What follows belongs to an exercise in optimizing a design on an open flow for small area, a short achievable clock period and few clock cycles per item; a production flow would make more cautious choices. No run shown here included a check of the RTL's function; only the layout flow was run. Power figures rest on the tool's default switching activity, not on a simulated workload.

<file path="design/flow/config.mk">
export PLATFORM = sky130hd
export DESIGN_NAME = geofence
export DESIGN_NICKNAME = geofence
export VERILOG_FILES = /design/flow/design.v
export SDC_FILE = /design/flow/constraint.sdc
export NUM_CORES = 4
export LEC_CHECK = 0
export CAP_MARGIN = 20
export CORE_MARGIN = 2
export CORE_UTILIZATION = 70
export SETUP_SLACK_MARGIN = 5
export SLEW_MARGIN = 20
export SYNTH_HIERARCHICAL = 1
export SYNTH_MINIMUM_KEEP_SIZE = 0
</file>
<file path="design/flow/constraint.sdc">
create_clock -name core_clock -period 12.0 [get_ports {clk}]
set_input_delay 2.4000 -clock core_clock [delete_from_list [all_inputs] [get_ports {clk}]]
set_output_delay 2.4000 -clock core_clock [all_outputs]
set_load 0.01 [all_outputs]
</file>
<file path="design/flow/design.v">
module geofence ( clk,reset,X,Y,valid,is_inside);
  input clk;
  input reset;
  input [9:0] X;
  input [9:0] Y;
  output reg valid;
  output reg is_inside;
  reg  [4:0]  cnt;
  reg  [9:0]  px, py;                   
  reg  [9:0]  rx, ry;                   
  reg  [10:0] v0x, v0y;                 
  reg  [10:0] max_, may, mbx, mby, mcx, mcy;   
  reg  [10:0] uax, uay, ubx, uby;       
  reg  [10:0] vcx, vcy;                 
  reg  [10:0] ax, ay, bx, by;           
  reg         has_a, has_b, hit;
  reg         g3, g4, g5, gop;          
  reg         ok_ab;
  wire [10:0] dx1 = {1'b0, rx} - {1'b0, px};
  wire [10:0] dy1 = {1'b0, ry} - {1'b0, py};
  wire [9:0]  dx2 = px - rx;
  wire [9:0]  dy2 = py - ry;
  wire [10:0] vx = {dx1[10], dx1[10] ? dx2 : dx1[9:0]};
  wire [10:0] vy = {dy1[10], dy1[10] ? dy2 : dy1[9:0]};
  wire neg, zero;
  xsm u (.clk(clk), .ax(uax), .ay(uay), .bx(ubx), .by(uby), .neg(neg), .zero(zero));
  wire pos = ~neg & ~zero;
  wire r_init = (cnt == 5'd5);          
  wire r_grp  = (cnt == 5'd6) | (cnt == 5'd7) | (cnt == 5'd9) | (cnt == 5'd11);
  wire r_cmp  = (cnt == 5'd8) | (cnt == 5'd10) | (cnt == 5'd12);
  wire upd = r_cmp & (gop ? (~has_b | pos) : (~has_a | neg));
  wire set_a = (r_init & ~pos) | (upd & ~gop);
  wire set_b = (r_init & pos) | (upd & gop);
  wire [10:0] ax_n = set_a ? vcx : ax;
  wire [10:0] ay_n = set_a ? vcy : ay;
  wire [10:0] bx_n = set_b ? vcx : bx;
  wire [10:0] by_n = set_b ? vcy : by;
  reg  [10:0] uax_n, uay_n, ubx_n, uby_n;
  reg         gop_n;
  always @(*) begin
    uax_n = v0x; uay_n = v0y; ubx_n = vx; uby_n = vy; gop_n = gop;
    case (cnt)
      5'd6:  begin gop_n = pos;                                    
                   uax_n = pos ? bx_n : ax_n; uay_n = pos ? by_n : ay_n;
                   ubx_n = max_; uby_n = may; end
      5'd7:  begin ubx_n = mcx; uby_n = mcy; end                   
      5'd8:  begin gop_n = g3;                                     
                   uax_n = g3 ? bx_n : ax_n; uay_n = g3 ? by_n : ay_n;
                   ubx_n = mbx; uby_n = mby; end
      5'd9:  begin ubx_n = max_; uby_n = may; end                  
      5'd10: begin gop_n = g4;                                     
                   uax_n = g4 ? bx_n : ax_n; uay_n = g4 ? by_n : ay_n;
                   ubx_n = mcx; uby_n = mcy; end
      5'd12: begin uax_n = bx_n; uay_n = by_n; ubx_n = ax_n; uby_n = ay_n; end    
      5'd13: begin uax_n = g5 ? ax : bx; uay_n = g5 ? ay : by;     
                   ubx_n = max_; uby_n = may; end
      default: ;
    endcase
  end
  wire ok_5 = g5 ? (neg | zero) : ~neg;
  wire has_o = g5 ? has_a : has_b;
  wire res = has_o & (hit | ok_ab | ok_5);
  always @(posedge clk or posedge reset) begin
    if (reset) begin
      cnt <= 5'd0;
    end else begin
      cnt <= (cnt == 5'd16) ? 5'd0 : cnt + 5'd1;
    end
  end
  always @(posedge clk) begin
    valid <= (cnt == 5'd15);
    is_inside <= res;
    rx <= X; ry <= Y;
    if (cnt == 5'd0) begin px <= X; py <= Y; end
    if (cnt == 5'd2) begin v0x <= vx; v0y <= vy; end
    if (cnt == 5'd4 || cnt == 5'd7) begin max_ <= vx; may <= vy; end    
    if (cnt == 5'd5) begin mbx <= vx; mby <= vy; end                    
    if (cnt == 5'd6) begin mcx <= vx; mcy <= vy; end                    
    uax <= uax_n; uay <= uay_n; ubx <= ubx_n; uby <= uby_n;
    gop <= gop_n;
    vcx <= ubx; vcy <= uby;
    ax <= ax_n; ay <= ay_n; bx <= bx_n; by <= by_n;
    if (r_init) begin has_a <= ~pos; has_b <= pos; end
    else if (upd) begin if (gop) has_b <= 1'b1; else has_a <= 1'b1; end
    if (cnt == 5'd7) g3 <= pos;
    if (cnt == 5'd9) g4 <= pos;
    if (cnt == 5'd11) g5 <= pos;
    if (cnt == 5'd14) ok_ab <= has_a & has_b & ~neg;
    if (cnt == 5'd2) hit <= 1'b0;
    else if (cnt >= 5'd3 && cnt <= 5'd7 && rx == px && ry == py) hit <= 1'b1;
  end
endmodule
module xsm (input clk, input [10:0] ax, input [10:0] ay, input [10:0] bx, input [10:0] by, output neg, output zero);
  reg q584;
  reg q583;
  reg q582;
  reg q581;
  reg q580;
  reg q579;
  reg q578;
  reg q577;
  reg q576;
  reg q575;
  reg q574;
  reg q573;
  reg q572;
  reg q571;
  reg q570;
  reg q569;
  reg q568;
  reg q567;
  reg q566;
  reg q565;
  reg q564;
  reg q563;
  reg q562;
  reg q561;
  reg q560;
  reg q559;
  reg q558;
  reg q557;
  reg q556;
  reg q555;
  reg q554;
  reg q553;
  reg q552;
  reg q551;
  reg q550;
  reg q549;
  reg q548;
  reg q547;
  reg q546;
  reg q545;
  reg q544;
  reg q543;
  reg q542;
  reg q541;
  reg q540;
  reg q539;
  reg q538;
  reg q537;
  reg q536;
  reg q535;
  reg q534;
  reg q533;
  reg q532;
  reg q531;
  reg q530;
  reg q529;
  wire p1 = ax[0] & by[0];
  wire p2 = ax[0] & by[1];
  wire p3 = ax[0] & by[2];
  wire p4 = ax[0] & by[3];
  wire p5 = ax[0] & by[4];
  wire p6 = ax[0] & by[5];
  wire p7 = ax[0] & by[6];
  wire p8 = ax[0] & by[7];
  wire p9 = ax[0] & by[8];
  wire p10 = ax[0] & by[9];
  wire p11 = ax[1] & by[0];
  wire p12 = ax[1] & by[1];
  wire p13 = ax[1] & by[2];
  wire p14 = ax[1] & by[3];
  wire p15 = ax[1] & by[4];
  wire p16 = ax[1] & by[5];
  wire p17 = ax[1] & by[6];
  wire p18 = ax[1] & by[7];
  wire p19 = ax[1] & by[8];
  wire p20 = ax[1] & by[9];
  wire p21 = ax[2] & by[0];
  wire p22 = ax[2] & by[1];
  wire p23 = ax[2] & by[2];
  wire p24 = ax[2] & by[3];
  wire p25 = ax[2] & by[4];
  wire p26 = ax[2] & by[5];
  wire p27 = ax[2] & by[6];
  wire p28 = ax[2] & by[7];
  wire p29 = ax[2] & by[8];
  wire p30 = ax[2] & by[9];
  wire p31 = ax[3] & by[0];
  wire p32 = ax[3] & by[1];
  wire p33 = ax[3] & by[2];
  wire p34 = ax[3] & by[3];
  wire p35 = ax[3] & by[4];
  wire p36 = ax[3] & by[5];
  wire p37 = ax[3] & by[6];
  wire p38 = ax[3] & by[7];
  wire p39 = ax[3] & by[8];
  wire p40 = ax[3] & by[9];
  wire p41 = ax[4] & by[0];
  wire p42 = ax[4] & by[1];
  wire p43 = ax[4] & by[2];
  wire p44 = ax[4] & by[3];
  wire p45 = ax[4] & by[4];
  wire p46 = ax[4] & by[5];
  wire p47 = ax[4] & by[6];
  wire p48 = ax[4] & by[7];
  wire p49 = ax[4] & by[8];
  wire p50 = ax[4] & by[9];
  wire p51 = ax[5] & by[0];
  wire p52 = ax[5] & by[1];
  wire p53 = ax[5] & by[2];
  wire p54 = ax[5] & by[3];
  wire p55 = ax[5] & by[4];
  wire p56 = ax[5] & by[5];
  wire p57 = ax[5] & by[6];
  wire p58 = ax[5] & by[7];
  wire p59 = ax[5] & by[8];
  wire p60 = ax[5] & by[9];
  wire p61 = ax[6] & by[0];
  wire p62 = ax[6] & by[1];
  wire p63 = ax[6] & by[2];
  wire p64 = ax[6] & by[3];
  wire p65 = ax[6] & by[4];
  wire p66 = ax[6] & by[5];
  wire p67 = ax[6] & by[6];
  wire p68 = ax[6] & by[7];
  wire p69 = ax[6] & by[8];
  wire p70 = ax[6] & by[9];
  wire p71 = ax[7] & by[0];
  wire p72 = ax[7] & by[1];
  wire p73 = ax[7] & by[2];
  wire p74 = ax[7] & by[3];
  wire p75 = ax[7] & by[4];
  wire p76 = ax[7] & by[5];
  wire p77 = ax[7] & by[6];
  wire p78 = ax[7] & by[7];
  wire p79 = ax[7] & by[8];
  wire p80 = ax[7] & by[9];
  wire p81 = ax[8] & by[0];
  wire p82 = ax[8] & by[1];
  wire p83 = ax[8] & by[2];
  wire p84 = ax[8] & by[3];
  wire p85 = ax[8] & by[4];
  wire p86 = ax[8] & by[5];
  wire p87 = ax[8] & by[6];
  wire p88 = ax[8] & by[7];
  wire p89 = ax[8] & by[8];
  wire p90 = ax[8] & by[9];
  wire p91 = ax[9] & by[0];
  wire p92 = ax[9] & by[1];
  wire p93 = ax[9] & by[2];
  wire p94 = ax[9] & by[3];
  wire p95 = ax[9] & by[4];
  wire p96 = ax[9] & by[5];
  wire p97 = ax[9] & by[6];
  wire p98 = ax[9] & by[7];
  wire p99 = ax[9] & by[8];
  wire p100 = ax[9] & by[9];
  wire p101 = ~(ay[0] & bx[0]);
  wire p102 = ~(ay[0] & bx[1]);
  wire p103 = ~(ay[0] & bx[2]);
  wire p104 = ~(ay[0] & bx[3]);
  wire p105 = ~(ay[0] & bx[4]);
  wire p106 = ~(ay[0] & bx[5]);
  wire p107 = ~(ay[0] & bx[6]);
  wire p108 = ~(ay[0] & bx[7]);
  wire p109 = ~(ay[0] & bx[8]);
  wire p110 = ~(ay[0] & bx[9]);
  wire p111 = ~(ay[1] & bx[0]);
  wire p112 = ~(ay[1] & bx[1]);
  wire p113 = ~(ay[1] & bx[2]);
  wire p114 = ~(ay[1] & bx[3]);
  wire p115 = ~(ay[1] & bx[4]);
  wire p116 = ~(ay[1] & bx[5]);
  wire p117 = ~(ay[1] & bx[6]);
  wire p118 = ~(ay[1] & bx[7]);
  wire p119 = ~(ay[1] & bx[8]);
  wire p120 = ~(ay[1] & bx[9]);
  wire p121 = ~(ay[2] & bx[0]);
  wire p122 = ~(ay[2] & bx[1]);
  wire p123 = ~(ay[2] & bx[2]);
  wire p124 = ~(ay[2] & bx[3]);
  wire p125 = ~(ay[2] & bx[4]);
  wire p126 = ~(ay[2] & bx[5]);
  wire p127 = ~(ay[2] & bx[6]);
  wire p128 = ~(ay[2] & bx[7]);
  wire p129 = ~(ay[2] & bx[8]);
  wire p130 = ~(ay[2] & bx[9]);
  wire p131 = ~(ay[3] & bx[0]);
  wire p132 = ~(ay[3] & bx[1]);
  wire p133 = ~(ay[3] & bx[2]);
  wire p134 = ~(ay[3] & bx[3]);
  wire p135 = ~(ay[3] & bx[4]);
  wire p136 = ~(ay[3] & bx[5]);
  wire p137 = ~(ay[3] & bx[6]);
  wire p138 = ~(ay[3] & bx[7]);
  wire p139 = ~(ay[3] & bx[8]);
  wire p140 = ~(ay[3] & bx[9]);
  wire p141 = ~(ay[4] & bx[0]);
  wire p142 = ~(ay[4] & bx[1]);
  wire p143 = ~(ay[4] & bx[2]);
  wire p144 = ~(ay[4] & bx[3]);
  wire p145 = ~(ay[4] & bx[4]);
  wire p146 = ~(ay[4] & bx[5]);
  wire p147 = ~(ay[4] & bx[6]);
  wire p148 = ~(ay[4] & bx[7]);
  wire p149 = ~(ay[4] & bx[8]);
  wire p150 = ~(ay[4] & bx[9]);
  wire p151 = ~(ay[5] & bx[0]);
  wire p152 = ~(ay[5] & bx[1]);
  wire p153 = ~(ay[5] & bx[2]);
  wire p154 = ~(ay[5] & bx[3]);
  wire p155 = ~(ay[5] & bx[4]);
  wire p156 = ~(ay[5] & bx[5]);
  wire p157 = ~(ay[5] & bx[6]);
  wire p158 = ~(ay[5] & bx[7]);
  wire p159 = ~(ay[5] & bx[8]);
  wire p160 = ~(ay[5] & bx[9]);
  wire p161 = ~(ay[6] & bx[0]);
  wire p162 = ~(ay[6] & bx[1]);
  wire p163 = ~(ay[6] & bx[2]);
  wire p164 = ~(ay[6] & bx[3]);
  wire p165 = ~(ay[6] & bx[4]);
  wire p166 = ~(ay[6] & bx[5]);
  wire p167 = ~(ay[6] & bx[6]);
  wire p168 = ~(ay[6] & bx[7]);
  wire p169 = ~(ay[6] & bx[8]);
  wire p170 = ~(ay[6] & bx[9]);
  wire p171 = ~(ay[7] & bx[0]);
  wire p172 = ~(ay[7] & bx[1]);
  wire p173 = ~(ay[7] & bx[2]);
  wire p174 = ~(ay[7] & bx[3]);
  wire p175 = ~(ay[7] & bx[4]);
  wire p176 = ~(ay[7] & bx[5]);
  wire p177 = ~(ay[7] & bx[6]);
  wire p178 = ~(ay[7] & bx[7]);
  wire p179 = ~(ay[7] & bx[8]);
  wire p180 = ~(ay[7] & bx[9]);
  wire p181 = ~(ay[8] & bx[0]);
  wire p182 = ~(ay[8] & bx[1]);
  wire p183 = ~(ay[8] & bx[2]);
  wire p184 = ~(ay[8] & bx[3]);
  wire p185 = ~(ay[8] & bx[4]);
  wire p186 = ~(ay[8] & bx[5]);
  wire p187 = ~(ay[8] & bx[6]);
  wire p188 = ~(ay[8] & bx[7]);
  wire p189 = ~(ay[8] & bx[8]);
  wire p190 = ~(ay[8] & bx[9]);
  wire p191 = ~(ay[9] & bx[0]);
  wire p192 = ~(ay[9] & bx[1]);
  wire p193 = ~(ay[9] & bx[2]);
  wire p194 = ~(ay[9] & bx[3]);
  wire p195 = ~(ay[9] & bx[4]);
  wire p196 = ~(ay[9] & bx[5]);
  wire p197 = ~(ay[9] & bx[6]);
  wire p198 = ~(ay[9] & bx[7]);
  wire p199 = ~(ay[9] & bx[8]);
  wire p200 = ~(ay[9] & bx[9]);
  wire s201, c202;
  fa1 us201 (.a(p10), .b(p19), .ci(p28), .s(s201), .co(c202));
  wire s203 = p20 ^ p29;
  wire c204 = p20 & p29;
  wire s205, c206;
  fa1 us205 (.a(p7), .b(p16), .ci(p25), .s(s205), .co(c206));
  wire s207, c208;
  fa1 us207 (.a(p8), .b(p17), .ci(p26), .s(s207), .co(c208));
  wire s209, c210;
  fa1 us209 (.a(p35), .b(p44), .ci(p53), .s(s209), .co(c210));
  wire s211 = p62 ^ p71;
  wire c212 = p62 & p71;
  wire s213, c214;
  fa1 us213 (.a(p9), .b(p18), .ci(p27), .s(s213), .co(c214));
  wire s215, c216;
  fa1 us215 (.a(p36), .b(p45), .ci(p54), .s(s215), .co(c216));
  wire s217, c218;
  fa1 us217 (.a(p63), .b(p72), .ci(p81), .s(s217), .co(c218));
  wire s219, c220;
  fa1 us219 (.a(p109), .b(p118), .ci(p127), .s(s219), .co(c220));
  wire s221 = p136 ^ p145;
  wire c222 = p136 & p145;
  wire s223, c224;
  fa1 us223 (.a(p37), .b(p46), .ci(p55), .s(s223), .co(c224));
  wire s225, c226;
  fa1 us225 (.a(p64), .b(p73), .ci(p82), .s(s225), .co(c226));
  wire s227, c228;
  fa1 us227 (.a(p91), .b(p110), .ci(p119), .s(s227), .co(c228));
  wire s229, c230;
  fa1 us229 (.a(p128), .b(p137), .ci(p146), .s(s229), .co(c230));
  wire s231, c232;
  fa1 us231 (.a(p155), .b(p164), .ci(p173), .s(s231), .co(c232));
  wire s233 = p182 ^ p191;
  wire c234 = p182 & p191;
  wire s235, c236;
  fa1 us235 (.a(p38), .b(p47), .ci(p56), .s(s235), .co(c236));
  wire s237, c238;
  fa1 us237 (.a(p65), .b(p74), .ci(p83), .s(s237), .co(c238));
  wire s239, c240;
  fa1 us239 (.a(p92), .b(p120), .ci(p129), .s(s239), .co(c240));
  wire s241, c242;
  fa1 us241 (.a(p138), .b(p147), .ci(p156), .s(s241), .co(c242));
  wire s243, c244;
  fa1 us243 (.a(p165), .b(p174), .ci(p183), .s(s243), .co(c244));
  wire s245, c246;
  fa1 us245 (.a(p192), .b(1'b1), .ci(c202), .s(s245), .co(c246));
  wire s247, c248;
  fa1 us247 (.a(p30), .b(p39), .ci(p48), .s(s247), .co(c248));
  wire s249, c250;
  fa1 us249 (.a(p57), .b(p66), .ci(p75), .s(s249), .co(c250));
  wire s251, c252;
  fa1 us251 (.a(p84), .b(p93), .ci(p130), .s(s251), .co(c252));
  wire s253, c254;
  fa1 us253 (.a(p139), .b(p148), .ci(p157), .s(s253), .co(c254));
  wire s255, c256;
  fa1 us255 (.a(p166), .b(p175), .ci(p184), .s(s255), .co(c256));
  wire s257, c258;
  fa1 us257 (.a(p40), .b(p49), .ci(p58), .s(s257), .co(c258));
  wire s259, c260;
  fa1 us259 (.a(p67), .b(p76), .ci(p85), .s(s259), .co(c260));
  wire s261, c262;
  fa1 us261 (.a(p94), .b(p140), .ci(p149), .s(s261), .co(c262));
  wire s263, c264;
  fa1 us263 (.a(p50), .b(p59), .ci(p68), .s(s263), .co(c264));
  wire s265, c266;
  fa1 us265 (.a(p5), .b(p14), .ci(p23), .s(s265), .co(c266));
  wire s267, c268;
  fa1 us267 (.a(p6), .b(p15), .ci(p24), .s(s267), .co(c268));
  wire s269, c270;
  fa1 us269 (.a(p33), .b(p42), .ci(p51), .s(s269), .co(c270));
  wire s271 = p106 ^ p115;
  wire c272 = p106 & p115;
  wire s273, c274;
  fa1 us273 (.a(p34), .b(p43), .ci(p52), .s(s273), .co(c274));
  wire s275, c276;
  fa1 us275 (.a(p61), .b(p107), .ci(p116), .s(s275), .co(c276));
  wire s277, c278;
  fa1 us277 (.a(p125), .b(p134), .ci(p143), .s(s277), .co(c278));
  wire s279 = p152 ^ p161;
  wire c280 = p152 & p161;
  wire s281, c282;
  fa1 us281 (.a(p108), .b(p117), .ci(p126), .s(s281), .co(c282));
  wire s283, c284;
  fa1 us283 (.a(p135), .b(p144), .ci(p153), .s(s283), .co(c284));
  wire s285, c286;
  fa1 us285 (.a(p162), .b(p171), .ci(1'b1), .s(s285), .co(c286));
  wire s287, c288;
  fa1 us287 (.a(c206), .b(s207), .ci(s209), .s(s287), .co(c288));
  wire s289, c290;
  fa1 us289 (.a(p154), .b(p163), .ci(p172), .s(s289), .co(c290));
  wire s291, c292;
  fa1 us291 (.a(p181), .b(1'b1), .ci(c208), .s(s291), .co(c292));
  wire s293, c294;
  fa1 us293 (.a(c210), .b(c212), .ci(s213), .s(s293), .co(c294));
  wire s295, c296;
  fa1 us295 (.a(s215), .b(s217), .ci(s219), .s(s295), .co(c296));
  wire s297, c298;
  fa1 us297 (.a(1'b1), .b(c214), .ci(c216), .s(s297), .co(c298));
  wire s299, c300;
  fa1 us299 (.a(c218), .b(c220), .ci(c222), .s(s299), .co(c300));
  wire s301, c302;
  fa1 us301 (.a(s223), .b(s225), .ci(s227), .s(s301), .co(c302));
  wire s303, c304;
  fa1 us303 (.a(s229), .b(s231), .ci(s233), .s(s303), .co(c304));
  wire s305, c306;
  fa1 us305 (.a(c224), .b(c226), .ci(c228), .s(s305), .co(c306));
  wire s307, c308;
  fa1 us307 (.a(c230), .b(c232), .ci(c234), .s(s307), .co(c308));
  wire s309, c310;
  fa1 us309 (.a(s235), .b(s237), .ci(s239), .s(s309), .co(c310));
  wire s311, c312;
  fa1 us311 (.a(s241), .b(s243), .ci(s203), .s(s311), .co(c312));
  wire s313, c314;
  fa1 us313 (.a(p193), .b(c236), .ci(c238), .s(s313), .co(c314));
  wire s315, c316;
  fa1 us315 (.a(c240), .b(c242), .ci(c244), .s(s315), .co(c316));
  wire s317, c318;
  fa1 us317 (.a(s247), .b(s249), .ci(s251), .s(s317), .co(c318));
  wire s319, c320;
  fa1 us319 (.a(s253), .b(s255), .ci(c204), .s(s319), .co(c320));
  wire s321, c322;
  fa1 us321 (.a(p158), .b(p167), .ci(p176), .s(s321), .co(c322));
  wire s323, c324;
  fa1 us323 (.a(p185), .b(p194), .ci(c248), .s(s323), .co(c324));
  wire s325, c326;
  fa1 us325 (.a(c250), .b(c252), .ci(c254), .s(s325), .co(c326));
  wire s327, c328;
  fa1 us327 (.a(c256), .b(s257), .ci(s259), .s(s327), .co(c328));
  wire s329, c330;
  fa1 us329 (.a(p77), .b(p86), .ci(p95), .s(s329), .co(c330));
  wire s331, c332;
  fa1 us331 (.a(p150), .b(p159), .ci(p168), .s(s331), .co(c332));
  wire s333, c334;
  fa1 us333 (.a(p177), .b(p186), .ci(p195), .s(s333), .co(c334));
  wire s335, c336;
  fa1 us335 (.a(c258), .b(c260), .ci(c262), .s(s335), .co(c336));
  wire s337, c338;
  fa1 us337 (.a(p60), .b(p69), .ci(p78), .s(s337), .co(c338));
  wire s339, c340;
  fa1 us339 (.a(p87), .b(p96), .ci(p160), .s(s339), .co(c340));
  wire s341, c342;
  fa1 us341 (.a(p169), .b(p178), .ci(p187), .s(s341), .co(c342));
  wire s343, c344;
  fa1 us343 (.a(p70), .b(p79), .ci(p88), .s(s343), .co(c344));
  wire s345 = p3 ^ p12;
  wire c346 = p3 & p12;
  wire s347, c348;
  fa1 us347 (.a(p4), .b(p13), .ci(p22), .s(s347), .co(c348));
  wire s349, c350;
  fa1 us349 (.a(p31), .b(p104), .ci(p113), .s(s349), .co(c350));
  wire s351, c352;
  fa1 us351 (.a(p32), .b(p41), .ci(p105), .s(s351), .co(c352));
  wire s353, c354;
  fa1 us353 (.a(p114), .b(p123), .ci(p132), .s(s353), .co(c354));
  wire s355 = p141 ^ 1'b1;
  wire c356 = p141 & 1'b1;
  wire s357, c358;
  fa1 us357 (.a(p124), .b(p133), .ci(p142), .s(s357), .co(c358));
  wire s359, c360;
  fa1 us359 (.a(p151), .b(1'b1), .ci(c266), .s(s359), .co(c360));
  wire s361, c362;
  fa1 us361 (.a(s267), .b(s269), .ci(s271), .s(s361), .co(c362));
  wire s363, c364;
  fa1 us363 (.a(1'b1), .b(c268), .ci(c270), .s(s363), .co(c364));
  wire s365, c366;
  fa1 us365 (.a(c272), .b(s273), .ci(s275), .s(s365), .co(c366));
  wire s367, c368;
  fa1 us367 (.a(s277), .b(s279), .ci(s205), .s(s367), .co(c368));
  wire s369, c370;
  fa1 us369 (.a(c274), .b(c276), .ci(c278), .s(s369), .co(c370));
  wire s371, c372;
  fa1 us371 (.a(c280), .b(s281), .ci(s283), .s(s371), .co(c372));
  wire s373, c374;
  fa1 us373 (.a(s285), .b(s211), .ci(s287), .s(s373), .co(c374));
  wire s375, c376;
  fa1 us375 (.a(c282), .b(c284), .ci(c286), .s(s375), .co(c376));
  wire s377, c378;
  fa1 us377 (.a(s289), .b(s221), .ci(c288), .s(s377), .co(c378));
  wire s379, c380;
  fa1 us379 (.a(s291), .b(s293), .ci(s295), .s(s379), .co(c380));
  wire s381, c382;
  fa1 us381 (.a(c290), .b(s201), .ci(c292), .s(s381), .co(c382));
  wire s383, c384;
  fa1 us383 (.a(c294), .b(c296), .ci(s297), .s(s383), .co(c384));
  wire s385, c386;
  fa1 us385 (.a(s299), .b(s301), .ci(s303), .s(s385), .co(c386));
  wire s387, c388;
  fa1 us387 (.a(c298), .b(c300), .ci(c302), .s(s387), .co(c388));
  wire s389, c390;
  fa1 us389 (.a(c304), .b(s305), .ci(s307), .s(s389), .co(c390));
  wire s391, c392;
  fa1 us391 (.a(s309), .b(s311), .ci(s245), .s(s391), .co(c392));
  wire s393, c394;
  fa1 us393 (.a(c306), .b(c308), .ci(c310), .s(s393), .co(c394));
  wire s395, c396;
  fa1 us395 (.a(c312), .b(s313), .ci(s315), .s(s395), .co(c396));
  wire s397, c398;
  fa1 us397 (.a(s317), .b(s319), .ci(c246), .s(s397), .co(c398));
  wire s399, c400;
  fa1 us399 (.a(s321), .b(s261), .ci(c314), .s(s399), .co(c400));
  wire s401, c402;
  fa1 us401 (.a(c316), .b(c318), .ci(c320), .s(s401), .co(c402));
  wire s403, c404;
  fa1 us403 (.a(s323), .b(s325), .ci(s327), .s(s403), .co(c404));
  wire s405, c406;
  fa1 us405 (.a(c322), .b(s329), .ci(s331), .s(s405), .co(c406));
  wire s407, c408;
  fa1 us407 (.a(s333), .b(s263), .ci(c324), .s(s407), .co(c408));
  wire s409, c410;
  fa1 us409 (.a(c326), .b(c328), .ci(s335), .s(s409), .co(c410));
  wire s411, c412;
  fa1 us411 (.a(p196), .b(c330), .ci(c332), .s(s411), .co(c412));
  wire s413, c414;
  fa1 us413 (.a(c334), .b(s337), .ci(s339), .s(s413), .co(c414));
  wire s415, c416;
  fa1 us415 (.a(s341), .b(c264), .ci(c336), .s(s415), .co(c416));
  wire s417, c418;
  fa1 us417 (.a(p97), .b(p170), .ci(p179), .s(s417), .co(c418));
  wire s419, c420;
  fa1 us419 (.a(p188), .b(p197), .ci(c338), .s(s419), .co(c420));
  wire s421, c422;
  fa1 us421 (.a(c340), .b(c342), .ci(s343), .s(s421), .co(c422));
  wire s423, c424;
  fa1 us423 (.a(p80), .b(p89), .ci(p98), .s(s423), .co(c424));
  wire s425, c426;
  fa1 us425 (.a(p180), .b(p189), .ci(p198), .s(s425), .co(c426));
  wire s427 = p2 ^ p11;
  wire c428 = p2 & p11;
  wire s429, c430;
  fa1 us429 (.a(p21), .b(p103), .ci(p112), .s(s429), .co(c430));
  wire s431 = p121 ^ 1'b1;
  wire c432 = p121 & 1'b1;
  wire s433, c434;
  fa1 us433 (.a(p122), .b(p131), .ci(1'b1), .s(s433), .co(c434));
  wire s435, c436;
  fa1 us435 (.a(c346), .b(s347), .ci(s349), .s(s435), .co(c436));
  wire s437, c438;
  fa1 us437 (.a(c348), .b(c350), .ci(s351), .s(s437), .co(c438));
  wire s439, c440;
  fa1 us439 (.a(s353), .b(s355), .ci(s265), .s(s439), .co(c440));
  wire s441, c442;
  fa1 us441 (.a(c352), .b(c354), .ci(c356), .s(s441), .co(c442));
  wire s443, c444;
  fa1 us443 (.a(s357), .b(s359), .ci(s361), .s(s443), .co(c444));
  wire s445, c446;
  fa1 us445 (.a(c358), .b(c360), .ci(c362), .s(s445), .co(c446));
  wire s447, c448;
  fa1 us447 (.a(s363), .b(s365), .ci(s367), .s(s447), .co(c448));
  wire s449, c450;
  fa1 us449 (.a(c364), .b(c366), .ci(c368), .s(s449), .co(c450));
  wire s451, c452;
  fa1 us451 (.a(s369), .b(s371), .ci(s373), .s(s451), .co(c452));
  wire s453, c454;
  fa1 us453 (.a(c370), .b(c372), .ci(s375), .s(s453), .co(c454));
  wire s455, c456;
  fa1 us455 (.a(c374), .b(s377), .ci(s379), .s(s455), .co(c456));
  wire s457, c458;
  fa1 us457 (.a(c376), .b(c378), .ci(c380), .s(s457), .co(c458));
  wire s459, c460;
  fa1 us459 (.a(s381), .b(s383), .ci(s385), .s(s459), .co(c460));
  wire s461, c462;
  fa1 us461 (.a(c382), .b(c384), .ci(c386), .s(s461), .co(c462));
  wire s463, c464;
  fa1 us463 (.a(s387), .b(s389), .ci(s391), .s(s463), .co(c464));
  wire s465, c466;
  fa1 us465 (.a(c388), .b(c390), .ci(c392), .s(s465), .co(c466));
  wire s467, c468;
  fa1 us467 (.a(s393), .b(s395), .ci(s397), .s(s467), .co(c468));
  wire s469, c470;
  fa1 us469 (.a(c394), .b(c396), .ci(c398), .s(s469), .co(c470));
  wire s471, c472;
  fa1 us471 (.a(s399), .b(s401), .ci(s403), .s(s471), .co(c472));
  wire s473, c474;
  fa1 us473 (.a(s405), .b(c400), .ci(c402), .s(s473), .co(c474));
  wire s475, c476;
  fa1 us475 (.a(c404), .b(s407), .ci(s409), .s(s475), .co(c476));
  wire s477, c478;
  fa1 us477 (.a(c406), .b(s411), .ci(s413), .s(s477), .co(c478));
  wire s479, c480;
  fa1 us479 (.a(c408), .b(c410), .ci(s415), .s(s479), .co(c480));
  wire s481, c482;
  fa1 us481 (.a(s417), .b(c412), .ci(c414), .s(s481), .co(c482));
  wire s483, c484;
  fa1 us483 (.a(s419), .b(s421), .ci(c416), .s(s483), .co(c484));
  wire s485, c486;
  fa1 us485 (.a(c418), .b(s423), .ci(s425), .s(s485), .co(c486));
  wire s487, c488;
  fa1 us487 (.a(c344), .b(c420), .ci(c422), .s(s487), .co(c488));
  wire s489, c490;
  fa1 us489 (.a(p90), .b(p99), .ci(p190), .s(s489), .co(c490));
  wire s491, c492;
  fa1 us491 (.a(p199), .b(c424), .ci(c426), .s(s491), .co(c492));
  wire s493 = p102 ^ p111;
  wire c494 = p102 & p111;
  wire s495, c496;
  fa1 us495 (.a(c428), .b(s429), .ci(s431), .s(s495), .co(c496));
  wire s497, c498;
  fa1 us497 (.a(c430), .b(c432), .ci(s433), .s(s497), .co(c498));
  wire s499, c500;
  fa1 us499 (.a(c434), .b(c436), .ci(s437), .s(s499), .co(c500));
  wire s501, c502;
  fa1 us501 (.a(c438), .b(c440), .ci(s441), .s(s501), .co(c502));
  wire s503, c504;
  fa1 us503 (.a(c442), .b(c444), .ci(s445), .s(s503), .co(c504));
  wire s505, c506;
  fa1 us505 (.a(c446), .b(c448), .ci(s449), .s(s505), .co(c506));
  wire s507, c508;
  fa1 us507 (.a(c450), .b(s453), .ci(c452), .s(s507), .co(c508));
  wire s509, c510;
  fa1 us509 (.a(c454), .b(c456), .ci(s457), .s(s509), .co(c510));
  wire s511, c512;
  fa1 us511 (.a(c458), .b(c460), .ci(s461), .s(s511), .co(c512));
  wire s513, c514;
  fa1 us513 (.a(c462), .b(c464), .ci(s465), .s(s513), .co(c514));
  wire s515, c516;
  fa1 us515 (.a(c466), .b(c468), .ci(s469), .s(s515), .co(c516));
  wire s517, c518;
  fa1 us517 (.a(c470), .b(c472), .ci(s473), .s(s517), .co(c518));
  wire s519, c520;
  fa1 us519 (.a(s477), .b(c474), .ci(c476), .s(s519), .co(c520));
  wire s521, c522;
  fa1 us521 (.a(c478), .b(s481), .ci(c480), .s(s521), .co(c522));
  wire s523, c524;
  fa1 us523 (.a(s485), .b(c482), .ci(s487), .s(s523), .co(c524));
  wire s525, c526;
  fa1 us525 (.a(s489), .b(c486), .ci(s491), .s(s525), .co(c526));
  wire s527, c528;
  fa1 us527 (.a(p100), .b(p200), .ci(c490), .s(s527), .co(c528));
  wire s585 = q529 ^ q530;
  wire c586 = q529 & q530;
  wire s587, c588;
  fa1 us587 (.a(q531), .b(1'b1), .ci(q532), .s(s587), .co(c588));
  wire s589, c590;
  fa1 us589 (.a(q533), .b(q534), .ci(q535), .s(s589), .co(c590));
  wire s591, c592;
  fa1 us591 (.a(q536), .b(q537), .ci(q538), .s(s591), .co(c592));
  wire s593, c594;
  fa1 us593 (.a(q539), .b(q540), .ci(q541), .s(s593), .co(c594));
  wire s595, c596;
  fa1 us595 (.a(q542), .b(q543), .ci(q544), .s(s595), .co(c596));
  wire s597, c598;
  fa1 us597 (.a(q545), .b(q546), .ci(q547), .s(s597), .co(c598));
  wire s599, c600;
  fa1 us599 (.a(q548), .b(q549), .ci(q550), .s(s599), .co(c600));
  wire s601, c602;
  fa1 us601 (.a(q551), .b(q552), .ci(q553), .s(s601), .co(c602));
  wire s603, c604;
  fa1 us603 (.a(q554), .b(q555), .ci(q556), .s(s603), .co(c604));
  wire s605, c606;
  fa1 us605 (.a(q557), .b(q558), .ci(q559), .s(s605), .co(c606));
  wire s607, c608;
  fa1 us607 (.a(q560), .b(q561), .ci(q562), .s(s607), .co(c608));
  wire s609, c610;
  fa1 us609 (.a(q563), .b(q564), .ci(q565), .s(s609), .co(c610));
  wire s611, c612;
  fa1 us611 (.a(q566), .b(q567), .ci(q568), .s(s611), .co(c612));
  wire s613, c614;
  fa1 us613 (.a(q569), .b(q570), .ci(q571), .s(s613), .co(c614));
  wire s615, c616;
  fa1 us615 (.a(q572), .b(q573), .ci(q574), .s(s615), .co(c616));
  wire s617, c618;
  fa1 us617 (.a(q575), .b(q576), .ci(q577), .s(s617), .co(c618));
  wire s619, c620;
  fa1 us619 (.a(q578), .b(q579), .ci(q580), .s(s619), .co(c620));
  wire s621, c622;
  fa1 us621 (.a(q581), .b(q582), .ci(q583), .s(s621), .co(c622));
  reg s1r, s2r, z1r, z2r;
  always @(posedge clk) begin
    q529 <= p1;
    q530 <= p101;
    q531 <= s493;
    q532 <= s427;
    q533 <= c494;
    q534 <= s495;
    q535 <= s345;
    q536 <= c496;
    q537 <= s497;
    q538 <= s435;
    q539 <= c498;
    q540 <= s499;
    q541 <= s439;
    q542 <= c500;
    q543 <= s501;
    q544 <= s443;
    q545 <= c502;
    q546 <= s503;
    q547 <= s447;
    q548 <= c504;
    q549 <= s505;
    q550 <= s451;
    q551 <= c506;
    q552 <= s507;
    q553 <= s455;
    q554 <= c508;
    q555 <= s509;
    q556 <= s459;
    q557 <= c510;
    q558 <= s511;
    q559 <= s463;
    q560 <= c512;
    q561 <= s513;
    q562 <= s467;
    q563 <= c514;
    q564 <= s515;
    q565 <= s471;
    q566 <= c516;
    q567 <= s517;
    q568 <= s475;
    q569 <= c518;
    q570 <= s519;
    q571 <= s479;
    q572 <= c520;
    q573 <= s521;
    q574 <= s483;
    q575 <= c522;
    q576 <= s523;
    q577 <= c484;
    q578 <= c524;
    q579 <= s525;
    q580 <= c488;
    q581 <= c526;
    q582 <= s527;
    q583 <= c492;
    q584 <= c528;
    s1r <= ax[10] ^ by[10]; s2r <= ~(ay[10] ^ bx[10]);
    z1r <= ~(|ax[9:0]) | ~(|by[9:0]); z2r <= ~(|ay[9:0]) | ~(|bx[9:0]);
  end
  wire [20:0] r0 = {1'b1, c622, c620, c618, c616, c614, c612, c610, c608, c606, c604, c602, c600, c598, c596, c594, c592, c590, c588, c586, s585};
  wire [20:0] r1 = {1'b0, q584, s621, s619, s617, s615, s613, s611, s609, s607, s605, s603, s601, s599, s597, s595, s593, s591, s589, s587, 1'b1};
  wire [20:0] e = r0 + r1;
  wire e_neg = e[20];
  wire [20:0] zc = {r0[19:0] | r1[19:0], 1'b0};
  wire e_zero = &(~(r0 ^ r1 ^ zc));
  wire s1 = s1r, s2 = s2r, z1 = z1r, z2 = z2r;
  assign zero = (s1 == s2) ? (z1 & z2) : e_zero;
  assign neg = (s1 == s2) ? (s1 & ~(z1 & z2)) : (s1 ? (~e_neg & ~e_zero) : e_neg);
endmodule
module fa1 (input a, input b, input ci, output s, output co);
  assign {co, s} = a + b + ci;
endmodule
</file>
<file path="design/flow/run.sh">
#!/bin/bash
# synth_recipe.tcl (not shown) runs the flow's synth.tcl, then flattens the netlist and writes it again
# the make line also repeats each setting of config.mk as NAME=value (left out here)
make -C /OpenROAD-flow-scripts/flow DESIGN_CONFIG=/design/flow/config.mk WORK_HOME=/design/flow/orfs CLKGATE_MAP_FILE= SYNTH_SCRIPT=/design/flow/synth_recipe.tcl finish
</file>
==> impl.org, run 1 <==
** Yosys
- Averaged over all synthesized cells, the footprint is 11.9 µm².
- In the synthesized netlist the async set-or-reset flop fraction comes to about 1.6%.
- Mapped Area :: around 17000 µm²
- Synth top area cells :: dfxtp_1, fa_1, edfxtp_1, ha_1, and2_1
- Library cell with the largest summed area after synthesis :: dfxtp_1
- In the synthesized netlist the dominant register cell turns out to be dfxtp_1.
- Top cell type's share of synthesized area :: 22.2%
- Yosys synthesis warning count :: 8
- Counting every instance in the synthesized netlist gives 1469.
- After synthesis the netlist holds a flip-flop and latch count of 313.
- For this run, the register share of the synthesized area comes to roughly 43%.
- Count of flip-flops with a built-in enable after synthesis :: 115
- Count of cell types in the netlist :: between 70 and 80

** Timing
- Setup repair after global routing left no endpoint under its margin.
- The final hold violation count came to 0.
- After layout, the worst path uses a little under two fifths of the clock period.
- Setup-failing EPs final :: 0
- Final critical path time including I/O delays and setup :: approximately 4.5 ns
- Slew HR :: between 20 and 30%
- Based on the critical path, the design can be clocked at up to roughly 0.22 GHz.
- Setup TNS :: 0 ns
- Count of final max-slew check failures :: 0
- For the pin with the worst max-slew slack, the measured transition is roughly 1.1 ns.
- Worst Skew :: 0.00888 ns

** Finish
- Number of nets in the final layout :: 1762
- In the layout the commonest cells are dfxtp_1, fa_1, nand2_1.
- Post-Layout Cell Count :: roughly 1800
- Commonest non-fill, non-tap cell in the layout :: dfxtp_1
- After filler insertion, the fill cell instance count of the layout stands at 1554.
- Share of cells above drive strength 1 :: under 10%
- Signed area change from the synthesized netlist to the final layout :: 8.52%

** Placed design
- During placement, the flow inserted port buffers numbering 23.
- GPL Wtd Cong :: roughly 0.84
- The HPWL after detailed placement is between 20000 and 30000 µm.
- Total instance count after detailed placement :: 1765

** Worst setup path
- For the worst setup path, the data arrival time is a little under 5 ns.
- Required time reported for the critical path endpoint :: around 12 ns
- Sort of element at the start of the critical path :: flop
- Start-to-end type of the worst setup path :: flop to flop
- Endpoint type of the worst setup path :: flop
- Setup slack on the worst reg-to-reg path comes out at about 7.5 ns.
- Max Fanout on Critical Path :: 22

** Floorplanning
- Die outline area :: ~26000 µm²
- Effective utilization at floorplan :: between 70% and 80%
- Chip width :: around 160 µm
- The initialized floorplan defines 57 standard-cell rows.
- 24 I/O pins were placed.
- The core region is ~24000 µm².
- Die Height :: between 150 and 200 µm

** Routing
- Routed via count divided by cell count :: just over 6
- Total wire length after detailed routing :: 39000 µm
- Post-detailed-route wirelength per cell :: around 21 µm
- Drt first pass iters :: 6
- For this block, the initial DRC count from the detailed router was roughly 860.
- For this run, design rule violations remaining after detail routing come to 0.
- Number of vias in the routed layout :: 11200
- Post-route antenna net violation count :: 0

** Clock network
- The clock reaches the later pin of the worst-skew pair after 0.58 ns.
- After clock tree synthesis, the clock-pin slew on the worst setup and hold paths is roughly 0.07 ns.
- PostCTS Resize Cnt :: 0
- In this run the number of H-tree levels came out at 1.
- Buffer levels on the longest clock path :: 3
- The root buffer cell chosen for the clock tree is clkbuf_16.
- Hold-fix buffer count after cts :: 0
- Clock tree synthesis inserted a total of 31 buffers.
- TritonCTS clock tree :: built
- CTS saw 313 sinks.
- Number of setup buffers added after CTS :: 0

** Job
- MaxCap Viol Count :: 0

** GRT
- Pin count of the biggest net entering global routing :: 36
- The number of antenna violations at the first check in global routing came to 0.
- Overall global routing resource usage :: between 30% and 40%
- Global-route wire length before repair :: around 62000 µm
- Leftover overflow at the end of global routing :: 0
- Via count of the first global-routing pass :: about 12000

** Pwr
- Leakage power summed over all cells :: between 7 and 8 nW
- VDD sags by at most 0.206 mV.
- For this design the ratio of total power to cell area is approximately 220 nW/µm².

** Run status
- Result of the run :: finished clean

** Min path
- The worst hold path belongs to the class flop to flop.
## cell families (layout without fill, tap and decap cells)
group	count (synthesis)	in the layout	synth area share, %
simple gates	367	367	10.9
flops	313	313	42.7
fa+ha+maj	266	266	26.6
compound gates	205	205	8.26
buf+inv	196	219	4.58
mux	83	83	5.09
xor+xnor	38	38	1.91
other cells	1	9	0.0215
## per-layer routing
metal	global-route usage, %	wire, µm
met1	39.1	15000
met2	51.6	19100
met3	5.36	2550
met4	16.1	2300
met5	0	0
## where the power goes
group | switching (W) | internal [W]
clock | 0.000402 | 0.000547
combinational | 0.000947 | 0.000775
sequential | 0.000134 | 0.00133
## critical path, cell delays in order (launching register included)
cell      delay (ns)
dfxtp_1         0.31
fa_1            0.55
inv_1           0.05
ha_1            0.35
nand4_2         0.16
nor4_2          0.35
a221oi_1        0.12
a31oi_1         0.17
a21bo_1         0.28
or2_1           0.36
a21oi_4         0.77
mux2_2          0.45
a222oi_1        0.26
o21ai_1         0.14
## modules after synthesis (local to each module, per instance)
module    cells inside  cell area (µm²)
fa1                  1             20.0
geofence           828            10300
xsm                470             3680
## area by class of cell
| type | instances | area, µm² | area share [%] |
|---|---|---|---|
| diodes | 1 | 2.50 | 0.0132 |
| clock buffers | 46 | 908 | 4.80 |
| clock inverters | 12 | 109 | 0.575 |
| inverters | 121 | 454 | 2.40 |
| multi-input cells | 967 | 9250 | 48.9 |
| flip-flops and latches | 313 | 7440 | 39.3 |
| well taps | 324 | 405 | 2.14 |
| repair buffers | 40 | 358 | 1.89 |
## synth_stat cells, drive strengths merged (7+ instances only)
cell type,instances
xor2,26
a222oi,31
a31oi,7
nor2b,8
nor4,8
clkbuf,60
fa,175
dfxtp,193
a21oi,46
edfxtp,115
and2,106
a221oi,13
nor3,8
mux2,42
inv,121
o21ai,43
nor2,29
nand2,162
nand4,11
xnor2,12
a21o,7
ha,91
a2bb2oi,10
nand2b,7
a21boi,8
buf,15
nand3,7
mux2i,41
## metrics by stage
stage | instance area (µm²) | worst slack, ns | hold WS (ns) | util, % | power, W
after CTS | 18900 | 7.55 | 0.373 | 77.6 | 0.00414
after global routing | 18900 | 7.25 | 0.379 | 77.6 | 0.00440
final | 18900 | 7.52 | 0.375 | 77.6 | 0.00413
after global placement | 17900 | 7.63 | 0.356 | 73.4 | 0.00312
after detailed placement | 17900 | 7.56 | 0.364 | 73.4 | 0.00319
after floorplan | 17500 | 8.24 | 0.341 | - | 0.00268
## final timing paths
check / startpoint / to / depth (start not counted)
min in group asynchronous: reset / cnt[2] / 2
max: u.q581 / uax[6] / 13
min: ubx[10] / vcx[10] / 0
min reg2reg: ubx[10] / vcx[10] / 0
max in group asynchronous: reset / cnt[3] / 2
max reg2reg: u.q581 / uax[6] / 13
==> run 2, diff against run 1 <==
--- a/design/flow/design.v
+++ b/design/flow/design.v
@@ -28,30 +28,22 @@
   wire r_init = (cnt == 5'd5);          
-  wire r_grp  = (cnt == 5'd6) | (cnt == 5'd7) | (cnt == 5'd9) | (cnt == 5'd11);
   wire r_cmp  = (cnt == 5'd8) | (cnt == 5'd10) | (cnt == 5'd12);
-  wire upd = r_cmp & (gop ? (~has_b | pos) : (~has_a | neg));
-  wire set_a = (r_init & ~pos) | (upd & ~gop);
-  wire set_b = (r_init & pos) | (upd & gop);
-  wire [10:0] ax_n = set_a ? vcx : ax;
-  wire [10:0] ay_n = set_a ? vcy : ay;
-  wire [10:0] bx_n = set_b ? vcx : bx;
-  wire [10:0] by_n = set_b ? vcy : by;
-  reg  [10:0] uax_n, uay_n, ubx_n, uby_n;
-  reg         gop_n;
+  wire repl = r_cmp & (gop ? (~has_b | pos) : (~has_a | neg));
+  wire set_a = (r_init & ~pos) | (repl & ~gop);
+  wire set_b = (r_init & pos) | (repl & gop);
+  reg  [10:0] ua_ex, ua_ey, ub_ex, ub_ey;
+  reg         same_a, same_b;           
   always @(*) begin
-    uax_n = v0x; uay_n = v0y; ubx_n = vx; uby_n = vy; gop_n = gop;
+    ua_ex = v0x; ua_ey = v0y; ub_ex = vx; ub_ey = vy; same_a = 1'b0; same_b = 1'b0;
     case (cnt)
-      5'd6:  begin gop_n = pos;                                    
-                   uax_n = pos ? bx_n : ax_n; uay_n = pos ? by_n : ay_n;
-                   ubx_n = max_; uby_n = may; end
-      5'd7:  begin ubx_n = mcx; uby_n = mcy; end                   
-      5'd8:  begin gop_n = g3;                                     
-                   uax_n = g3 ? bx_n : ax_n; uay_n = g3 ? by_n : ay_n;
-                   ubx_n = mbx; uby_n = mby; end
-      5'd9:  begin ubx_n = max_; uby_n = may; end                  
-      5'd10: begin gop_n = g4;                                     
-                   uax_n = g4 ? bx_n : ax_n; uay_n = g4 ? by_n : ay_n;
-                   ubx_n = mcx; uby_n = mcy; end
-      5'd12: begin uax_n = bx_n; uay_n = by_n; ubx_n = ax_n; uby_n = ay_n; end    
-      5'd13: begin uax_n = g5 ? ax : bx; uay_n = g5 ? ay : by;     
-                   ubx_n = max_; uby_n = may; end
+      5'd6:  begin ua_ex = ax; ua_ey = ay; ub_ex = max_; ub_ey = may; end   
+      5'd7:  begin ub_ex = mcx; ub_ey = mcy; end                           
+      5'd8:  begin ua_ex = g3 ? bx : ax; ua_ey = g3 ? by : ay;             
+                   same_a = (g3 == gop); ub_ex = mbx; ub_ey = mby; end
+      5'd9:  begin ub_ex = max_; ub_ey = may; end                          
+      5'd10: begin ua_ex = g4 ? bx : ax; ua_ey = g4 ? by : ay;             
+                   same_a = (g4 == gop); ub_ex = mcx; ub_ey = mcy; end
+      5'd12: begin ua_ex = bx; ua_ey = by; ub_ex = ax; ub_ey = ay;         
+                   same_a = gop; same_b = ~gop; end
+      5'd13: begin ua_ex = g5 ? ax : bx; ua_ey = g5 ? ay : by;             
+                   ub_ex = max_; ub_ey = may; end
       default: ;
@@ -59,2 +51,10 @@
   end
+  wire take_a = repl & same_a;
+  wire take_b = repl & same_b;
+  wire pick_b = (cnt == 5'd6) & pos;    
+  wire [10:0] uax_n = take_a ? vcx : (pick_b ? bx : ua_ex);
+  wire [10:0] uay_n = take_a ? vcy : (pick_b ? by : ua_ey);
+  wire [10:0] ubx_n = take_b ? vcx : ub_ex;
+  wire [10:0] uby_n = take_b ? vcy : ub_ey;
+  wire gop_n = (cnt == 5'd6) ? pos : (cnt == 5'd8) ? g3 : (cnt == 5'd10) ? g4 : gop;
   wire ok_5 = g5 ? (neg | zero) : ~neg;
@@ -81,5 +81,6 @@
     vcx <= ubx; vcy <= uby;
-    ax <= ax_n; ay <= ay_n; bx <= bx_n; by <= by_n;
+    if (set_a) begin ax <= vcx; ay <= vcy; end
+    if (set_b) begin bx <= vcx; by <= vcy; end
     if (r_init) begin has_a <= ~pos; has_b <= pos; end
-    else if (upd) begin if (gop) has_b <= 1'b1; else has_a <= 1'b1; end
+    else if (repl) begin if (gop) has_b <= 1'b1; else has_a <= 1'b1; end
     if (cnt == 5'd7) g3 <= pos;
==> run 2 against run 1 <==
Compared with the run above: final area grew 2.4%; fmax shrank 15%; register-to-register slack worse by 0.79 ns; flip-flop and latch count is the same; sequential power fell by 8%; combinational power down 19%; largest cell class unchanged; highest routed layer unchanged.
==> impl.org, run 2 <==
** Yosys
- Dominant cell by count in the synthesized netlist :: nand2_1
- Yosys synthesis warning count :: 8 (unchanged)
- The share of flip-flops with an asynchronous set or reset came to 1.60% (unchanged).
- The number of instances in the synthesized netlist was 1530 (+4.2%).
- The area fraction of the dominant cell type after synthesis was 26.8% (+4.6 points).
- The commonest cells after synthesis are nand2_1, fa_1, edfxtp_1, dfxtp_1, and2_1.
- The average size of a mapped cell was 11.6 µm² (-1.9%).
- Synth top area cells :: edfxtp_1, fa_1, dfxtp_1, ha_1, nand2_1
- Mapped Area :: 17800 µm² (+2.2%)
- Portion of the post-synthesis area used by sequential elements :: 44.2% (+1.6 points)
- The count of flip-flops with a built-in enable after synthesis is 159 (+38%).
- Library cell with the largest summed area after synthesis :: edfxtp_1
- The unique cell type count in the Yosys netlist is 81 (+14%).
- The number of synthesized register bits came to 313 (unchanged).
- Dominant synthesized flop cell :: edfxtp_1

** Worst setup path
- The largest fanout on the critical path is 24 (+9.1%).
- Start-to-end type of the worst setup path :: flop to flop
- Slowest stage cell on the critical path :: nand2_1
- The worst endpoint required time is 12.41 ns (about the same).
- The worst setup path is launched from a flop.
- The signal arrival time at the worst endpoint is 5.69 ns (+0.78 ns).
- Worst path cell trace :: fa_1 -> inv_1 -> ha_1 -> xor2_1 -> nand4_1 -> nor4_1 -> a31oi_1 -> a21bo_1 -> nor2_1 -> nand2_1 -> nand2_1 -> a22oi_1 -> o21ai_0
- By instance count, the cell type seen most on the critical path is nand2_1.
- On the critical path the largest part of the delay comes from simple AND/OR/NAND/NOR gates.
- Critical path buffers and inverters :: 1 (unchanged)
- The worst setup path is captured at a flop.
- Delay contributed by the slowest stage of the critical path :: 0.95 ns (+0.18 ns)

** Pwr
- Switching part of the total :: 34.3% (-1.6 points)
- Power share of the combinational group :: 37.0% (-4.7 points)
- The clock share of power came to 27.6% (+4.6 points).
- The leakage power is 7.86 nW (+1.1%).
- VDD IR-drop max :: 0.235 mV (+15%)
- The total power density per cell area was 195 nW/µm² (-11%).
- The switching power total was 0.00130 W (-12%).
- Flop pwr share :: 35.3% (about the same)
- Internal Pwr Total :: 0.00248 W (-6.2%)

** Timing
- The post-route clock skew came to 0.0173 ns (+0.00845 ns).
- Worst Setup Slack, final :: 6.72 ns (-0.793 ns)
- The final period utilization is 44.0% (+6.6 points).
- Slew @ Worst Pin :: 1.06 ns (+0.00889 ns)
- Slew HR :: 29.0% (-0.59 points)
- The number of endpoints failing setup at the final stage came to 0 (unchanged).
- The number of max-slew violations in the final report was 0 (unchanged).
- Number of hold-slack violations in the final timing report :: 0 (unchanged)
- The final setup TNS came to 0 ns (unchanged).
- Maximum frequency from static timing analysis :: 0.190 GHz (-15%)
- Final critical path time including I/O delays and setup :: 5.28 ns (+0.793 ns)
- Setup repair after global routing left no endpoint under its margin.

** Clock network
- Total CTS buffers :: 34 (+9.7%)
- The post-cts gate resize count was 0 (unchanged).
- The number of buffers inserted to repair setup after CTS came to 0 (unchanged).
- The insertion delay of the later-clocked pin in the worst-skew pair is 0.52 ns (-0.06 ns).
- The tree is rooted in a clkbuf_16.
- The number of buffers added to fix hold violations after cts came to 0 (unchanged).
- The buffer levels on the longest clock path is 3 (unchanged).
- TritonCTS built the clock tree.
- Number of sinks driven by the clock tree :: 313 (unchanged)
- The clock input transition at the sequential cells of the worst setup and hold paths is 0.06 ns (about the same).
- Total number of H-tree levels :: 2 (+1)

** Floorplanning
- The starting density of the core was 71.0% (-0.53 points).
- Number of core rows :: 58 (+1.8%)
- Chip width :: 164 µm (+1.1%)
- The number of top-level pins came to 24 (unchanged).
- The vertical die dimension was 164 µm (+1.1%).
- Core Box Area :: 25100 µm² (+2.9%)
- Die outline area :: 26800 µm² (+2.1%)

** GRT
- Pin count of the biggest net entering global routing :: 45 (+25%)
- Initial antenna violation count :: 0 (unchanged)
- Global-route wire length before repair :: 64600 µm (+4.0%)
- The total grt overflow was 0 (unchanged).
- The total routing usage reported by global routing was 31.8% (+0.86 points).
- Via count of the first global-routing pass :: 12300 (+3.2%)

** Finish
- Signed area change from the synthesized netlist to the final layout :: 8.70%
- Share of cells above drive strength 1 :: 6.02% (-2.2 points)
- Most used cells in the layout excluding fill and tap cells :: nand2_1, fa_1, edfxtp_1
- The number of fill cells came to 1647 (+6.0%).
- The net count reported at finish came to 1806 (+2.5%).
- Post-Layout Cell Count :: 1874 (+2.7%)
- The total inserted antenna cells came to 0 (-1).
- The library cell used most frequently in the layout, excluding fill and tap cells, is nand2_1.

** Routing
- Number of DRC violations after detailed routing :: 0 (unchanged)
- Post-route antenna net violation count :: 0 (unchanged)
- The detailed-router iteration count before antenna repair was 6 (unchanged).
- The via count of the routed design is 11600 (+3.5%).
- Total wire length after detailed routing :: 40700 µm (+4.4%)
- The violation count after the first detailed-routing iteration came to 791 (-8.2%).
- The number of vias per cell after detailed routing was 6.18 (+0.78%).
- The average wire per cell in the routed design was 21.7 µm (+1.6%).

** Placed design
- Port bufs :: 23 (unchanged)
- The final weighted congestion of routability-driven global placement was 0.867 (+3.7%).
- HPWL reported at the end of detailed placement :: 28500 µm (+1.8%)
- The number of cells after detailed placement came to 1812 (+2.7%).
- The worst slack at placement is 6.94 ns (-0.619 ns).

** Run status
- The flow ran to the end and the layout has no timing, DRC or antenna violations.

** Min path
- Min-Delay Path Class :: flop to flop

** Job
- The number of max-cap violations is 0 (unchanged).
## run 2: cell count changes after synthesis, moves of 20 or more
| cell | previous run | this run |
|---|---|---|
| o21ai_0 | 22 | 69 |
| dfxtp_1 | 193 | 149 |
| edfxtp_1 | 115 | 159 |
| mux2_2 | 41 | 5 |
| inv_1 | 120 | 91 |
| a222oi_1 | 31 | 4 |
| nor2_1 | 28 | 51 |
| a21oi_1 | 45 | 67 |
| nand2_1 | 161 | 183 |
| a22o_1 | 2 | 22 |
| o21ai_1 | 21 | 1 |
## run 2: cells by family (layout without fill, tap and decap cells)
group                      count (synthesis)  after routing  synth area share, %
AOI/OAI and AO/OA                        277            277                 10.3
DFF                                      313            313                 44.2
buffers and inverters                    182            189                 4.09
xor gates and xnor gates                  37             37                 1.82
and+or+nand+nor                          423            423                 11.7
adders and majority gates                266            266                 26.0
muxes                                     31             31                 1.83
other                                      1              8               0.0210
## run 2: metrics by stage
| step | util, % | power, W | instance area [µm²] | hold slack, ns |
|---|---|---|---|---|
| after global routing | 77.2 | 0.00403 | 19400 | 0.380 |
| after floorplan | - | 0.00234 | 17800 | 0.341 |
| after CTS | 77.2 | 0.00379 | 19400 | 0.377 |
| after global placement | 72.6 | 0.00269 | 18200 | 0.363 |
| after detailed placement | 72.6 | 0.00275 | 18200 | 0.362 |
| final | 77.2 | 0.00378 | 19400 | 0.382 |
## run 2: worst reg2reg max path: cells and delay by family, from the launching register on
family | cells | cell delay, ns
AO/OA/AOI/OAI | 4 | 0.97
flip-flops | 1 | 0.31
adder cells (fa/ha/maj) | 2 | 0.89
XOR/XNOR | 1 | 0.34
AND/OR/NAND/NOR | 5 | 2.61
buffers and inverters | 1 | 0.05
## run 2: path summary, 6_finish.rpt
kind                         start  endpoint  slack [ns]  depth (start not counted)
min reg2reg                ubx[10]   vcx[10]        0.38                          0
min                        ubx[10]   vcx[10]        0.38                          0
max reg2reg                 u.q557    uax[4]        6.72                         13
max in group asynchronous    reset    cnt[2]        9.71                          2
max                         u.q557    uax[4]        6.72                         13
min in group asynchronous    reset    cnt[0]        2.09                          2
## run 2: area by class of cell
type / count / area, µm² / area share (%)
multi-input cells: 1042 / 9270 / 47.8
flip-flops and latches: 313 / 7880 / 40.7
clock buffers: 52 / 1020 / 5.27
well taps: 330 / 413 / 2.13
inverters: 93 / 354 / 1.83
repair buffers: 34 / 313 / 1.61
clock inverters: 10 / 123 / 0.633
## run 2: power groups by stage
stage               Clock, W  Sequential (W)  Combinational [W]
global route         0.00110         0.00135            0.00158
global placement           0         0.00135            0.00134
floorplan                  0         0.00132            0.00103
CTS                  0.00106         0.00134            0.00140
detailed placement         0         0.00136            0.00139
finish               0.00105         0.00134            0.00140
## run 2: routing by layer
layer	global-route usage (%)	up-vias	part of all wire, %
li1	-	5205	-
met2	54.5	495	50
met3	5.00	137	6.9
met4	14.4	0	4.2
met5	0	-	0
met1	40.1	5740	39
## run 2: Yosys stat by module (local to each module, per instance)
module,copies in the design,area (µm²)
fa1,171,20.0
geofence,1,10700
xsm,1,3680

## afterwards: timing with drivers on the ports
How much do the figures lean on ideal ports? The routed layouts below were timed once more, with nothing changed but the port constraints.
Step 1 (the two cells are an assumption about what drives the block):
set clk [get_ports {clk}]
set_driving_cell -lib_cell sky130_fd_sc_hd__clkbuf_16 $clk
set_driving_cell -lib_cell sky130_fd_sc_hd__buf_2 [delete_from_list [all_inputs] $clk]
Step 2, shift: input delay + t, output delay - t, t = (earliest + latest rising clock arrival at the registers) / 2. This alone moves slack from input paths to output paths.
Three values: ideal, step 1, step 2; two values: the first two.
| run | t, ns | setup slack, ns | latest minus earliest clock arrival (ns) | worst slew at a driven data input, ns | cell pins on the clock port's net |
|---|---|---|---|---|---|
| run 1 | 0.623 | 7.516 / 7.516 / 7.516 | 0.010 / 0.009 | 0.04 | 1 |
| run 2 | 0.560 | 6.723 / 6.723 / 6.723 | 0.018 / 0.018 | 0.03 | 1 |
After both steps setup and hold are still met in every run listed.
